From an optimization exercise on the open Yosys and OpenROAD flow, aimed at small area and a short achievable clock period; shortcuts taken in it are not production practice. RTL that was checked went through simulation tests only; none was proved equivalent to the original. No activity file was given, so power comes from the tool's default toggle rates.

==> flow/design.v <==
module assignment6 (
	output reg [15:0] result1,
	output reg [15:0] result2,
	input wire [7:0] character,
	input wire enable_character,
	input wire clk,
	input wire rst
);
	reg direction;           
	reg [9:0] q;
	reg [3:0] r1, r0;
	reg [3:0] d1, d0;
	function [3:0] nines(input [3:0] x);
		nines = {~(x[3] | x[2] | x[1]), x[2] ^ x[1], x[1], ~x[0]};
	endfunction
	function [3:0] tab10(input [3:0] x, input [39:0] t);
		integer i;
		begin
			tab10 = 4'd0;
			for (i = 0; i < 10; i = i + 1)
				tab10 = tab10 | ({4{x == i}} & t[4 * i +: 4]);
		end
	endfunction
	function [3:0] bcdsub(input [3:0] x, input [3:0] y);
		reg [4:0] t;
		begin
			t = {1'b0, x} - {1'b0, y};
			bcdsub = t[4] ? t[3:0] + 4'd10 : t[3:0];
		end
	endfunction
	function [4:0] bcdadd(input [3:0] x, input [3:0] y, input ci);
		reg [4:0] t;
		begin
			t = {1'b0, x} + {1'b0, y} + {4'd0, ci};
			bcdadd = t > 5'd9 ? {1'b1, t[3:0] + 4'd6} : t;
		end
	endfunction
	function [10:0] skadd10(input [9:0] a, input [9:0] b, input ci);
		reg [9:0] g, p, gg, pp;
		reg [10:0] c;
		integer i, l, j;
		begin
			g = a & b;
			p = a ^ b;
			gg = g;
			pp = p;
			for (l = 0; l < 4; l = l + 1)
				for (i = 0; i < 10; i = i + 1)
					if ((i >> l) & 1) begin
						j = ((i >> (l + 1)) << (l + 1)) + (1 << l) - 1;
						gg[i] = gg[i] | (pp[i] & gg[j]);
						pp[i] = pp[i] & pp[j];
					end
			c[0] = ci;
			for (i = 1; i <= 10; i = i + 1)
				c[i] = gg[i - 1] | (pp[i - 1] & ci);
			skadd10 = {c[10], p ^ c[9:0]};
		end
	endfunction
	wire is_digit = character[7:4] == 4'h3 && (!character[3] || character[2:1] == 2'b00);
	wire is_lr = character == "L" || character == "R";
	wire is_nl = character == 8'h0a;
	wire [3:0] dg = character[3:0];
	wire [3:0] rlo = r0;
	wire [7:0] r = {r1, r0};
	wire [10:0] gt;     
	wire [9:1] tie;     
	assign gt[0] = 1'b1;
	assign gt[1] = q > 10'd65  || (q == 10'd65  && r > 8'h53);
	assign gt[2] = q > 10'd131 || (q == 10'd131 && r > 8'h07);
	assign gt[3] = q > 10'd196 || (q == 10'd196 && r > 8'h60);
	assign gt[4] = q > 10'd262 || (q == 10'd262 && r > 8'h14);
	assign gt[5] = q > 10'd327 || (q == 10'd327 && r >= 8'h68);    
	assign gt[6] = q > 10'd393 || (q == 10'd393 && r > 8'h21);
	assign gt[7] = q > 10'd458 || (q == 10'd458 && r > 8'h75);
	assign gt[8] = q > 10'd524 || (q == 10'd524 && r > 8'h28);
	assign gt[9] = q > 10'd589 || (q == 10'd589 && r > 8'h82);
	assign gt[10] = 1'b0;
	assign tie[1] = q == 10'd65  && r == 8'h53;
	assign tie[2] = q == 10'd131 && r == 8'h07;
	assign tie[3] = q == 10'd196 && r == 8'h60;
	assign tie[4] = q == 10'd262 && r == 8'h14;
	assign tie[5] = 1'b0;
	assign tie[6] = q == 10'd393 && r == 8'h21;
	assign tie[7] = q == 10'd458 && r == 8'h75;
	assign tie[8] = q == 10'd524 && r == 8'h28;
	assign tie[9] = q == 10'd589 && r == 8'h82;
	wire [3:0] dj =
		({4{tie[1]}} & 4'd6) | ({4{tie[2]}} & 4'd2) | ({4{tie[3]}} & 4'd8) |
		({4{tie[4]}} & 4'd4) | ({4{tie[6]}} & 4'd6) | ({4{tie[7]}} & 4'd2) |
		({4{tie[8]}} & 4'd8) | ({4{tie[9]}} & 4'd4);
	wire e = (|tie) && dg >= dj;
	wire [3:0] nr0_j = dg - dj;
	wire [9:0] sel;
	genvar gi;
	generate
		for (gi = 0; gi <= 9; gi = gi + 1) begin : g_sel
			assign sel[gi] = gt[gi] && !gt[gi + 1];
		end
	endgenerate
	wire [9:0] nak =
		({10{sel[0]}} & ~10'd0)   | ({10{sel[1]}} & ~10'd655) | ({10{sel[2]}} & ~10'd286) |
		({10{sel[3]}} & ~10'd942) | ({10{sel[4]}} & ~10'd573) | ({10{sel[5]}} & ~10'd204) |
		({10{sel[6]}} & ~10'd860) | ({10{sel[7]}} & ~10'd491) | ({10{sel[8]}} & ~10'd122) |
		({10{sel[9]}} & ~10'd778);
	wire [3:0] bk1 =
		({4{sel[1]}} & 4'd3) | ({4{sel[2]}} & 4'd7) | ({4{sel[4]}} & 4'd4) |
		({4{sel[5]}} & 4'd8) | ({4{sel[6]}} & 4'd1) | ({4{sel[7]}} & 4'd5) |
		({4{sel[8]}} & 4'd8) | ({4{sel[9]}} & 4'd2);
	wire [3:0] bk0 =
		({4{sel[1]}} & 4'd6) | ({4{sel[2]}} & 4'd2) | ({4{sel[3]}} & 4'd8) |
		({4{sel[4]}} & 4'd4) | ({4{sel[6]}} & 4'd6) | ({4{sel[7]}} & 4'd2) |
		({4{sel[8]}} & 4'd8) | ({4{sel[9]}} & 4'd4);
	wire [9:0] ya = {q[6:0], 3'b000}, yb = {q[8:0], 1'b0}, yc = {6'd0, r1};
	wire [9:0] ys1 = ya ^ yb ^ yc;
	wire [9:0] yc1 = {(ya[8:0] & yb[8:0]) | (ya[8:0] & yc[8:0]) | (yb[8:0] & yc[8:0]), 1'b0};
	wire [9:0] ys2 = ys1 ^ yc1 ^ nak;
	wire [9:0] yc2 = {(ys1[8:0] & yc1[8:0]) | (ys1[8:0] & nak[8:0]) | (yc1[8:0] & nak[8:0]), 1'b0};
	wire b0k = dg < bk0;
	wire borrow_k = rlo < bk1 || (rlo == bk1 && b0k);
	wire [10:0] yk = skadd10(ys2, yc2, !borrow_k);
	wire [9:0] nq_k = yk[9:0];
	wire [3:0] nr0_k = bcdsub(dg, bk0);
	wire [3:0] nr1_k = b0k ? bcdsub(rlo, bk1 + 4'd1) : bcdsub(rlo, bk1);
	wire [9:0] n_q = e ? 10'd0 : nq_k;
	wire [3:0] n_r1 = e ? 4'd0 : nr1_k;
	wire [3:0] n_r0 = e ? nr0_j : nr0_k;
	wire r_gt68 = r > 8'h68;
	wire r_gt36 = r > 8'h36;
	wire ge = gt[5];                                   
	wire flip = q > 10'd327 || (q == 10'd327 && r_gt68);    
	wire nz = q != 10'd0 || r != 8'h00;
	wire neg = direction ? ge : (nz && !flip);
	wire [3:0] f0 = tab10(r0, {4'd7, 4'd8, 4'd9, 4'd0, 4'd1, 4'd2, 4'd3, 4'd4, 4'd5, 4'd6});
	wire r0_gt6 = r0 > 4'd6;
	wire [3:0] f1 = r0_gt6 ? tab10(r1, {4'd3, 4'd4, 4'd5, 4'd6, 4'd7, 4'd8, 4'd9, 4'd0, 4'd1, 4'd2})
	                       : tab10(r1, {4'd4, 4'd5, 4'd6, 4'd7, 4'd8, 4'd9, 4'd0, 4'd1, 4'd2, 4'd3});
	wire [3:0] rm1 = flip ? f1 : r1;
	wire [3:0] rm0 = flip ? f0 : r0;
	wire d_nz = d0 != 4'd0 || d1 != 4'd0;
	wire d0_nz = d0 != 4'd0;
	wire [3:0] md0 = d0_nz ? 4'd10 - d0 : 4'd0;
	wire [3:0] md1 = d0_nz ? nines(d1) : (d1 != 4'd0 ? 4'd10 - d1 : 4'd0);
	wire [3:0] v1 = neg ? d1 : md1;
	wire [3:0] v0 = neg ? d0 : md0;
	wire rm_ge_v = rm1 > v1 || (rm1 == v1 && rm0 >= v0);
	wire nd_zero = rm1 == v1 && rm0 == v0;
	wire hit = d_nz && rm_ge_v;
	wire [3:0] o1 = neg ? nines(rm1) : rm1;
	wire [3:0] o0 = neg ? nines(rm0) : rm0;
	wire [4:0] u0 = bcdadd(d0, o0, neg);
	wire [4:0] u1 = bcdadd(d1, o1, u0[4]);
	wire turn = enable_character && is_nl;
	wire [9:0] xa = result2[9:0];
	wire [9:0] xb = q ^ {10{flip}};
	wire [9:0] xc = {10{flip}} & 10'd655;
	wire [9:0] cs_s = xa ^ xb ^ xc;
	wire [10:0] cs_c = {(xa & xb) | (xa & xc) | (xb & xc), flip && !r_gt36};
	wire [10:0] lo = skadd10(cs_s, cs_c[9:0], hit);
	wire up = lo[10] ^ cs_c[10] ^ flip;
	wire [5:0] hi_inc = result2[15:10] + 6'd1;
	wire [15:0] res2_next = {up ? hi_inc : result2[15:10], lo[9:0]};
	wire [15:0] res1_next = result1 + 16'd1;
	wire ld_a = rst || (enable_character && !is_lr);
	wire clr_a = rst || !is_digit;
	wire ld_t = rst || turn;
	wire ld_1 = rst || (turn && nd_zero);
	always @(posedge clk) begin
		if (enable_character && is_lr)
			direction <= character[4];    
		if (ld_a) begin
			q <= clr_a ? 10'd0 : n_q;
			r1 <= clr_a ? 4'd0 : n_r1;
			r0 <= clr_a ? 4'd0 : n_r0;
		end
		if (ld_t) begin
			d1 <= rst ? 4'd5 : u1[3:0];
			d0 <= rst ? 4'd0 : u0[3:0];
			result2 <= rst ? 16'd0 : res2_next;
		end
		if (ld_1)
			result1 <= rst ? 16'd0 : res1_next;
	end
endmodule
module aoc_dial_top (
	output wire [15:0] result_part1,
	output wire [15:0] result_part2,
	input wire [7:0] character,
	input wire enable_character,
	input wire clk,
	input wire rst
);
	assignment6 m_dial (result_part1, result_part2, character, enable_character, clk, rst);
endmodule
Settings: LEC_CHECK=0, ABC_AREA=1, CAP_MARGIN=20, CORE_MARGIN=2, CORE_UTILIZATION=40, SLEW_MARGIN=20; clock period 19.0 ns.
standard.sh (not shown) runs the stock make flow with config.mk's settings and CLKGATE_MAP_FILE= SYNTH_SCRIPT=/design/flow/synth_recipe.tcl, a recipe that flattens the netlist after the stock synthesis.
==> flow/flow/run.sh <==
#!/bin/bash
# The standard flow's layout (standard.sh) with three changes to how it is made:
# - synthesis is the standard flow's script, with ABC mapping by flow/abc_area.script
#   (registers are untouched: they are mapped before ABC runs);
# - plain buffers on the ports instead of the delay buffers buffer_ports
#   picks by default;
# - a clock tree of clkbuf_8 without dummy loads.
set -e
W=$PWD
export BUFFER_PORTS_ARGS="-buffer_cell sky130_fd_sc_hd__buf_2"
export CTS_ARGS="-sink_clustering_enable -repair_clock_nets -buf_list sky130_fd_sc_hd__clkbuf_8 -dont_use_dummy_load"
{
	echo "proc abc {args} { set i [lsearch \$args -script]; if {\$i >= 0} { lset args [expr {\$i + 1}] $W/flow/abc_area.script }; yosys abc {*}\$args }"
	cat synth_recipe.tcl
} > flow_synth.tcl
sed "s#SYNTH_SCRIPT=[^ ]*#SYNTH_SCRIPT=$W/flow_synth.tcl#" standard.sh > standard_flow_synth.sh
bash standard_flow_synth.sh synth > synth.log 2>&1
export SETUP_SLACK_MARGIN=13.2
bash standard.sh > standard.log 2>&1
==> flow/flow/abc_area.script <==
strash
ifraig
scorr
dc2
strash
&get -n
&st
&dch -f
&nf -R 1000
&put
topo
stime -c
upsize -c
dnsize -c
Then changed:
--- a/flow/design.v
+++ b/flow/design.v
@@ -112,13 +112,9 @@
 		({4{sel[4]}} & 4'd4) | ({4{sel[6]}} & 4'd6) | ({4{sel[7]}} & 4'd2) |
 		({4{sel[8]}} & 4'd8) | ({4{sel[9]}} & 4'd4);
-	wire [9:0] ya = {q[6:0], 3'b000}, yb = {q[8:0], 1'b0}, yc = {6'd0, r1};
-	wire [9:0] ys1 = ya ^ yb ^ yc;
-	wire [9:0] yc1 = {(ya[8:0] & yb[8:0]) | (ya[8:0] & yc[8:0]) | (yb[8:0] & yc[8:0]), 1'b0};
-	wire [9:0] ys2 = ys1 ^ yc1 ^ nak;
-	wire [9:0] yc2 = {(ys1[8:0] & yc1[8:0]) | (ys1[8:0] & nak[8:0]) | (yc1[8:0] & nak[8:0]), 1'b0};
+	wire [9:0] y0m1 = {q[6:0], 3'b000} + {q[8:0], 1'b0} + {6'd0, r1} + nak;
+	wire [9:0] y0 = y0m1 + 10'd1;
 	wire b0k = dg < bk0;
 	wire borrow_k = rlo < bk1 || (rlo == bk1 && b0k);
-	wire [10:0] yk = skadd10(ys2, yc2, !borrow_k);
-	wire [9:0] nq_k = yk[9:0];
+	wire [9:0] nq_k = borrow_k ? y0m1 : y0;
 	wire [3:0] nr0_k = bcdsub(dg, bk0);
 	wire [3:0] nr1_k = b0k ? bcdsub(rlo, bk1 + 4'd1) : bcdsub(rlo, bk1);
The changed run ran to the end with no violations. Global-route usage drops by 1.0 points. Worst setup slack improved by 0.41 ns. First-iteration DRC count went up by 36%. Sequential share of layout area rises by 0.41 points. Clock-buffer cell count is unchanged. Utilization is lower by 2.6 points. Routed wire length is about the same. Clock power goes up by about 2%. Fmax goes up by 7.2%. Synthesized area went up by 2.6%. Final cell count went up by 2.9%. Critical path depth fell by 3.
The RTL of the first run of this note was laid out without a check of its function.

==> separate check: timing with driven ports <==
How much do the figures lean on ideal ports? The routed layouts below were timed once more, with nothing changed but the port constraints. Step 1 assumes that a clkbuf_16 drives the clock port and a buf_2 every other input. Step 2 moves the port delays by t, midway between the first and last clock arrival at a register: inputs arrive t later, outputs are due t later. That takes back most of the time a late clock gives input paths. a / b / c = ideal ports / drivers / drivers and shift; a / b = the first two.
| run | t (ns) | setup slack, ns | latest minus earliest clock arrival (ns) | worst register clock-pin slew, ns | worst slew at a driven data input, ns |
|---|---|---|---|---|---|
| the first run | 0.395 | 12.806 / 12.783 / 12.388 | 0.027 / 0.028 | 0.08 / 0.08 | 0.06 |
| the second run | 0.380 | 13.220 / 13.215 / 12.835 | 0.021 / 0.020 | 0.07 / 0.07 | 0.04 |
After both steps setup and hold are still met in every run listed. For the first run, which loses most, drivers alone change the setup slack by -0.023 ns; drivers and shift together by -0.418 ns.
